Context: an optimization exercise on an open-source flow, tuned for small area, a short achievable clock period and few clock cycles. The choices shown serve that exercise and are no tape-out recipe. The RTL was checked by simulation tests, not by an equivalence proof against the original design. No activity file was given, so power comes from the tool's default toggle rates.

==> design/flow/design.v <==
module alu
	(
	input [3:0]m,
	input [31:0]a, b,
	output reg [31:0]y,
	output cmp
	);
	wire signed [31:0]a_signed = a;
	wire [31:0]addition = a + b;
	wire [32:0]subtraction = a - b;
	wire sub_of = (!a[31] & b[31] & subtraction[31]) |
				 (a[31] & !b[31] & !subtraction[31]);
	wire sub_zf = (subtraction[31:0] == 32'h0);
	wire sub_sf = subtraction[31];
	wire sub_cf = subtraction[32];
	reg compare;
	assign cmp = compare ^ m[0];
	always @(*) begin
		case(m[2:1])
			2'b00:
				compare = sub_zf;
			2'b10:
				compare = sub_sf ^ sub_of;
			2'b11:
				compare = sub_cf;
			2'b01:
				compare = 0;
		endcase
		case(m)
			4'b0000:  
				y = addition[31:0];
			4'b1000:  
				y = subtraction[31:0];
			4'b0001:  
				y = a << b[4:0];
			4'b0010:  
				y = {31'b0, (sub_of ^ sub_sf) & !sub_zf};
			4'b0011:  
				y = {31'b0, sub_cf};
			4'b0100:  
				y = a ^ b;
			4'b0101:  
				y = a >> b[4:0];
			4'b1101:  
				y = a_signed >>> b[4:0];
			4'b0110:  
				y = a | b;
			4'b0111:  
				y = a & b;
			default: begin  
				y = 32'hDEADBEEF;
			end
		endcase
	end
endmodule
module cpu
	#(parameter ADDR_WIDTH = 32,
	  parameter DATA_WIDTH = 32)
	(input clk,
	output reg [ADDR_WIDTH-1:0] APB_paddr,
	output reg [DATA_WIDTH-1:0] APB_pdata,
	input [DATA_WIDTH-1:0] APB_prdata,
	output APB_psel,
	output APB_penable,
	output APB_pwrite,
	output [3:0] APB_pstb,
	input APB_pready,
	input APB_perr,
	input rts, output halted);
	reg [31:0] oldpc;
	reg [31:0] pc;
	reg [31:0] instruction;
	reg halt;
	assign halted = halt;
	wire [31:0] alu_out;
	reg [31:0] aluRB;
	reg [3:0] alu_op;
	wire cmp_flag;
	wire [4:0]ra0;
	wire [4:0]ra1;
	wire [4:0]wa;
	reg [31:0]rd0;
	reg [31:0]rd1;
	reg [31:0] regfile[31:0];
	reg[3:0] op_jmp;
	reg [15:0] microop_prog[0:127];
	reg [15:0] microop;
	wire [6:0] microop_pc = microop[15:9];
	reg [6:0] microop_addr;
initial begin
	$readmemh("microop.mem", microop_prog);
end
	assign APB_psel = microop[0];
	assign APB_penable = microop[1];
	wire pwrite = microop[2];
	assign APB_pwrite = (pwrite && APB_psel);
	reg [3:0] dsize;
	assign APB_pstb = (APB_pwrite)?dsize:4'b1111;
	wire APB_Dready = !APB_penable || !APB_psel || APB_pready;
	reg [31:0] odata;
	wire load_insr = microop[3];
	wire mem_access = microop[4];
	wire alu_flags = microop[5];
	wire load_pc = microop[6];
	wire sys_load = microop[7];
	wire store_alu = microop[8];
	wire lui_flag = (load_insr && op_jmp == (0 | 7));
	wire jal_flag = (load_insr && op_jmp == (8 | 7));
	wire [31:0] imm_j = {{12{odata[31]}}, odata[19:12], odata[20], odata[30:21], 1'b0};
	wire [31:0] imm_u = {odata[31:12], 12'b0};
	assign ra0 = odata[19:15];
	assign ra1 = odata[24:20];
	assign wa = instruction[11:7];
	wire [6:0] op = instruction[6:0];
	wire [2:0] sub_op = instruction[14:12];
	wire [31:0] imm_s = {{21{instruction[31]}}, instruction[30:25], instruction[11:7]};
	wire [31:0] imm_i = {{21{instruction[31]}}, instruction[30:20]};
	wire [31:0] imm_b = {{20{instruction[31]}}, instruction[7], instruction[30:25], instruction[11:8], 1'b0};
	always @(*) begin
		if(mem_access) begin
			case (sub_op[1:0])
				2'b00: dsize = 4'b0001;
				2'b01: dsize = 4'b0011;
				2'b10: dsize = 4'b1111;
				default: dsize = 4'b1111;
			endcase
		end else
			dsize = 4'b1111;
	end
	integer i;
	always @(*) begin
		for( i = 0; i <= (32/8)-1;i = i + 1) begin
			if(dsize[i]) odata[8*i+:8] = APB_prdata[8*i+:8];
			else odata[8*i+:8] = 8'b0;
		end
	end
/*verilator lint_off UNUSEDSIGNAL*/
/*verilator lint_off WIDTH*/
	wire not_use = APB_perr;
/*verilator lint_on WIDTH*/
/*verilator lint_on UNUSEDSIGNAL*/
	always @(*) begin
		if(instruction[5] && op != 7'b1100111 && !mem_access)
			aluRB = rd1;
		else if (pwrite)
			aluRB = imm_s;
		else
			aluRB = imm_i;
		if (mem_access)
			alu_op = 4'b0000;
		else if (sub_op == 5 || op == 7'b0110011)
			alu_op = {instruction[30],sub_op};
		else
			alu_op = {1'b0,sub_op};
	end
	alu alu(alu_op,rd0,aluRB,alu_out,cmp_flag);
	always @(*) begin
		casez (odata[6:0])
			7'b0100011: begin  
				op_jmp = 1;
			end
			7'b0000011: begin  
				op_jmp = 2;
			end
			7'b0?10111: begin  
				op_jmp = 0 | 7;
			end
			7'b0?10011: begin  
				op_jmp = 4;
			end
			7'b1101111: begin  
				op_jmp = 8 | 7;
			end
			7'b1100111: begin  
				op_jmp = 5;
			end
			7'b1100011: begin  
				op_jmp = 6;
			end
			7'b1110011: begin  
				op_jmp = 3;
			end
			default: begin  
				op_jmp = 3;
			end
		endcase
	end
	always @(*) begin
		if(load_insr)
			microop_addr = {op_jmp[2:0], microop_pc[3:0]};
		else
			microop_addr = microop_pc;
	end
	reg [31:0] LAJ_val;
	always @(*) begin
		if(lui_flag && odata[5])
			LAJ_val = imm_u;
		else if(jal_flag)
			LAJ_val = oldpc + imm_j;
		else if(alu_flags)
			LAJ_val = oldpc + imm_b;
		else
			LAJ_val = oldpc + imm_u;
	end
	always @(posedge clk) begin
		if(rts) begin
			pc <= 0;
			APB_paddr <= 0;
			microop <= 0;
			halt <= 0;
			instruction <= 0;
		end else if(!halt) begin
			if(load_insr && APB_Dready) begin
				instruction <= odata;
				if(odata == 32'b0) halt <= 1;
				microop <= microop_prog[microop_addr];
				if(lui_flag) begin
					regfile[odata[11:7]] <= LAJ_val;
				end
				else if(jal_flag) begin
					regfile[odata[11:7]] <= pc;
					pc <= LAJ_val;
				end else begin
					rd0 <= ra0 == 5'b0 ? 0 : regfile[ra0];
					rd1 <= ra1 == 5'b0 ? 0 : regfile[ra1];
				end
			end
			else begin
				if(APB_Dready)
					microop <= microop_prog[microop_addr];
				if(microop_pc == 0) begin
					instruction <= 0;
					APB_paddr <= pc;
					pc <= pc + 4;
					oldpc <= pc;
				end else if(mem_access) begin
					APB_paddr <= alu_out;
					APB_pdata <= rd1;
					if(APB_penable && APB_psel && APB_pready && !APB_pwrite) begin
						if(sub_op[2] == 1'b0) begin
							case (sub_op[1:0])
								2'b00: regfile[wa] <= {{24{odata[7]}},odata[7:0]};
								2'b01: regfile[wa] <= {{16{odata[15]}},odata[15:0]};
								2'b10: regfile[wa] <= odata;
								default: regfile[wa] <= odata;
							endcase
						end else
							regfile[wa] <= odata;
					end
				end else if(sys_load) begin
					APB_paddr <= 4;
					APB_pdata <= pc;
					if(APB_penable && APB_psel && APB_pready) begin
						if(APB_pwrite)
							pc <= instruction;
						else
							instruction <= odata;
					end
				end else if(store_alu) regfile[wa] <= alu_out;
				else if(load_pc) begin
					if(alu_flags && cmp_flag)
						pc <= LAJ_val;
					else if(!alu_flags) begin
						pc <= alu_out;
						regfile[wa] <= pc;
					end
				end
			end
		end
	end
endmodule
==> design/flow/microop.mem <==
0201
040b
0000
0000
0000
0000
0000
0000
0000
0000
0000
0000
0000
0000
0000
0000
0000
0000
2614
2815
2a17
0000
0000
0000
0000
0000
0000
0000
0000
0000
0000
0000
0000
0000
4610
4811
4a13
0000
0000
0000
0000
0000
0000
0000
0000
0000
0000
0000
0000
0000
6680
6881
6a83
6c00
6e85
7087
0000
0000
0000
0000
0000
0000
0000
0000
0000
0000
8700
0000
0000
0000
0000
0000
0000
0000
0000
0000
0000
0000
0000
0000
0000
0000
a640
0000
0000
0000
0000
0000
0000
0000
0000
0000
0000
0000
0000
0000
0000
0000
c660
0000
0000
0000
0000
0000
0000
0000
0000
0000
0000
0000
0000
0000
0000
0000
0000
0000
0000
0000
0000
0000
0000
0000
0000
0000
0000
0000
0000
0000
==> design/flow/run.sh <==
#!/bin/bash
# synth_recipe.tcl (not shown) runs the flow's synth.tcl, then flattens the netlist and writes it again
# the make line also repeats each setting of config.mk as NAME=value (left out here)
make -C /OpenROAD-flow-scripts/flow DESIGN_CONFIG=/design/flow/config.mk WORK_HOME=/design/flow/orfs CLKGATE_MAP_FILE= SYNTH_SCRIPT=/design/flow/synth_recipe.tcl finish
==> design/flow/config.mk <==
export PLATFORM = sky130hd
export DESIGN_NAME = cpu
export DESIGN_NICKNAME = cpu
export VERILOG_FILES = /design/flow/design.v
export SDC_FILE = /design/flow/constraint.sdc
export NUM_CORES = 4
export LEC_CHECK = 0
export CAP_MARGIN = 20
export CORE_MARGIN = 2
export CORE_UTILIZATION = 40
export SLEW_MARGIN = 20
==> design/flow/constraint.sdc <==
create_clock -name core_clock -period 10.5 [get_ports {clk}]
set_input_delay 2.1000 -clock core_clock [delete_from_list [all_inputs] [get_ports {clk}]]
set_output_delay 2.1000 -clock core_clock [all_outputs]
set_load 0.01 [all_outputs]
==> summary.txt <==
chip height about 440 um; Worst Hold Slack 0.478 ns; Yosys reg bits 1265; endpoints failing setup 0; worst hold-check path type flop to flop; Overall Global Routing Usage 0.322; worst-path maximum fanout 21; post-synthesis cell count 6641; Tcrit/Tclk final 0.824; first-pass GRT wire length 440 mm; Final Power 21.7 mW; via count 62049; area share of the largest cell type after synthesis 0.465; Max-cap violations 0; syn_area_per_cell 11.2 sq um; WL/cell 34.2 um; vias in the first global route 58391; Detailed Routing Iterations Pass 1 8; Post-CTS Setup Bufs 0; Avg Vias per Cell 6.75; Rel. slew slack 0.144; Main synth FF type edfxtp_1; final WL 314 mm; Clock transition at path regs 0.06 ns; unrepaired setup endpoints after global routing no; DP Worst Slack 2.16 ns; syn nets 6850; Async S/R FF share, synth 0; number of synthesized flops with an enable pin 1152; Clk Latency, worst-skew pair 0.83 ns; crit path launch microop[4]$_SDFFE_PP0P_; fin crit period slightly below 9 ns; Fmax approximately 0.12 GHz; kind of critical path flop to flop; design area 83600 sq um; number of top-level pins 108; crit path buf inv count 4; DRT iter0 DRCs 8931; crit-path max cell delay 0.72 ns; Worst setup EP type flop; initial antenna violation count 24; nets about 6800; count leader, synth edfxtp_1; Ys Warns 2; area delta synth->final 12.4%; crit-path leading delay family compound AO/OA/AOI/OAI gates; DIE AREA 190000 sq um; min setup slack post-route 1.85 ns; area leader, netlist edfxtp_1; FF-to-FF Start microop[4]$_SDFFE_PP0P_; clk sink count ~1300; CP cell instances nand2b_1 -> a21o_4 -> and2_1 -> buf_4 -> a21o_1 -> inv_1 -> ha_1 -> inv_2 -> a21oi_1 -> o31ai_1 -> or4_1 -> or3_1 -> a311oi_1 -> and3_1 -> o211ai_1 -> or4_4 -> o21ba_1 -> o21ai_2 -> buf_4 -> nor2_1 -> nor2_1 -> o221a_2 -> nor3_1; CTS tree built; final hold vios 0; TritonCTS Buffers 141; status timing/DRC/antenna clean; # DRC 0; Core Region ~190000 sq um; row count 158; Post-Layout Cell Count 9195; Seq/Total Area, Yosys 0.495; Die Wd 435 um; Worst EP arrival 9.29 ns; Synth Cell Area 74400 sq um; Port Buf Inserts 105; unique cell type count in the Yosys netlist between 100 and 150; pwr/cell area between 200 and 300 nW/um^2; setup slack, reg-to-reg 1.85 ns; static leakage 28.9 nW; Reg area 36900 sq um; post-route ant nets 0; Req. time, crit path roughly 11 ns; layout cells sized above 1 0.150; DP Area 78900 sq um; clk root buf clkbuf_16; worst-margin pin slew 1.28 ns; CTS Hold Bufs 0; synth cell count leaders 1152 x edfxtp_1, 771 x nand2_1, 459 x nor2_1, 456 x a21oi_1, 400 x clkbuf_1; top cells by area, synth edfxtp_1 46%, mux4_2 8.9%, mux2i_1 4.5%; Multi-input gate area 35600 sq um; gpl congestion 1.03; Starting Density 0.402; post-route setup TNS 0 ns; Clock Skews 0.0514 ns; fill cell count 17010; largest net degree at the start of global routing around 100; GRT overflow 0; final core utilization 0.451; post-DP HPWL 208 mm; CTS resizes 0; Max Transition Viols Final 0; startpoint types flop; hold_sp instruction[0]$_SDFFE_PP0P_; Longest Clk Path Bufs 3; critical path's slowest cell a311oi_1; CTS H-Tree Depth 4; peak supply drop 0.000162 V; placed cells approximately 8900
[logic make-up after synthesis]
logic type	count (synthesis)	synth area share
xor gates and xnor gates	114	0.0134
DFF	1265	0.495
AOI/OAI and AO/OA	1787	0.160
other	1	0.0000504
buffers and inverters	663	0.0343
and+or+nand+nor	1875	0.113
adders and majority gates	173	0.0295
muxes	763	0.154
[tightest hold or removal path: cells and delay by family, from the launching register on]
family,cells,cell delay [ns]
DFF,1,0.32
and+or+nand+nor,1,0.06
AOI/OAI and AO/OA,1,0.05
[path summary, 6_finish.rpt]
check,end,cells after the start
setup / recovery,pc[31]$_SDFFE_PP0P_,23
hold / removal,instruction[0]$_SDFFE_PP0P_,2
hold reg to reg,instruction[0]$_SDFFE_PP0P_,2
setup reg to reg,pc[31]$_SDFFE_PP0P_,23
[power by group]
group / switching [mW] / internal [mW]
clock network: 2.20 / 2.83
registers: 0.398 / 6.56
logic: 6.86 / 2.85
[area by class of cell]
type | instances | area share
multi-input cells | 4713 | 0.426
diodes | 8 | 0.000239
well taps | 2480 | 0.0371
repair buffers | 317 | 0.0325
inverters | 155 | 0.00732
flip-flops and latches | 1265 | 0.441
clock inverters | 94 | 0.0124
clock buffers | 163 | 0.0436
[registers in the layout, summed over array words and instances, names as in the netlist, 32 cells and up]
signal	flops
APB_paddr	32
APB_pdata	32
instruction	32
oldpc	32
pc	32
rd0	32
rd1	32
regfile	1024
[layout by cell type (no fill, tap or decap), types with 133 or more instances in the layout]
| master | Yosys | routed |
|---|---|---|
| ha_1 | 169 | 169 |
| clkbuf_16 | 0 | 142 |
| mux2i_1 | 332 | 332 |
| o21ai_0 | 232 | 227 |
| nand2_1 | 771 | 760 |
| nand3_1 | 136 | 136 |
| o211ai_1 | 138 | 138 |
| mux4_2 | 293 | 293 |
| a211oi_1 | 184 | 184 |
| inv_1 | 144 | 141 |
| a21oi_1 | 456 | 446 |
| nor3_1 | 156 | 153 |
| a31oi_1 | 134 | 133 |
| mux2_2 | 135 | 136 |
| buf_4 | 5 | 206 |
| nor2_1 | 459 | 415 |
| edfxtp_1 | 1152 | 1152 |
[layer usage]
metal  GRT usage  routed length [um]  vias to the layer above
met4       0.186               21400                       16
met3      0.0708               34700                      882
li1            -                   -                    25714
met2       0.479              135000                     4214
met5           0                 111                        -
met1       0.433              123000                    31223
Testbench counts, summed over its fixed seeds: cycles 321,900.

what the ideal ports hide:
Ports are ideal in the flow. The routed layout listed here was re-timed in OpenROAD.
Step 1, drivers: a clkbuf_16 drives clk and a buf_2 each remaining input, both assumed.
Step 2 adds t to the input delays and takes it off the output delays; t is the mean of the earliest and latest rising clock arrival at the registers after step 1. Input paths then give back, and output paths get back, about the clock's delay inside the block.
Slacks: ideal / step 1 / step 2; pairs: ideal / step 1.
t (ns): 0.889
setup WS [ns]: 1.846 / 1.846 / 1.846
hold WS [ns]: 0.478 / 0.478 / 0.478
worst register clock-pin slew, ns: 0.07 / 0.07
cell pins on the clock port's net: 1
After both steps setup and hold are still met in this run. For this run, drivers alone change the setup slack by 0.000 ns; drivers and shift together by 0.000 ns.
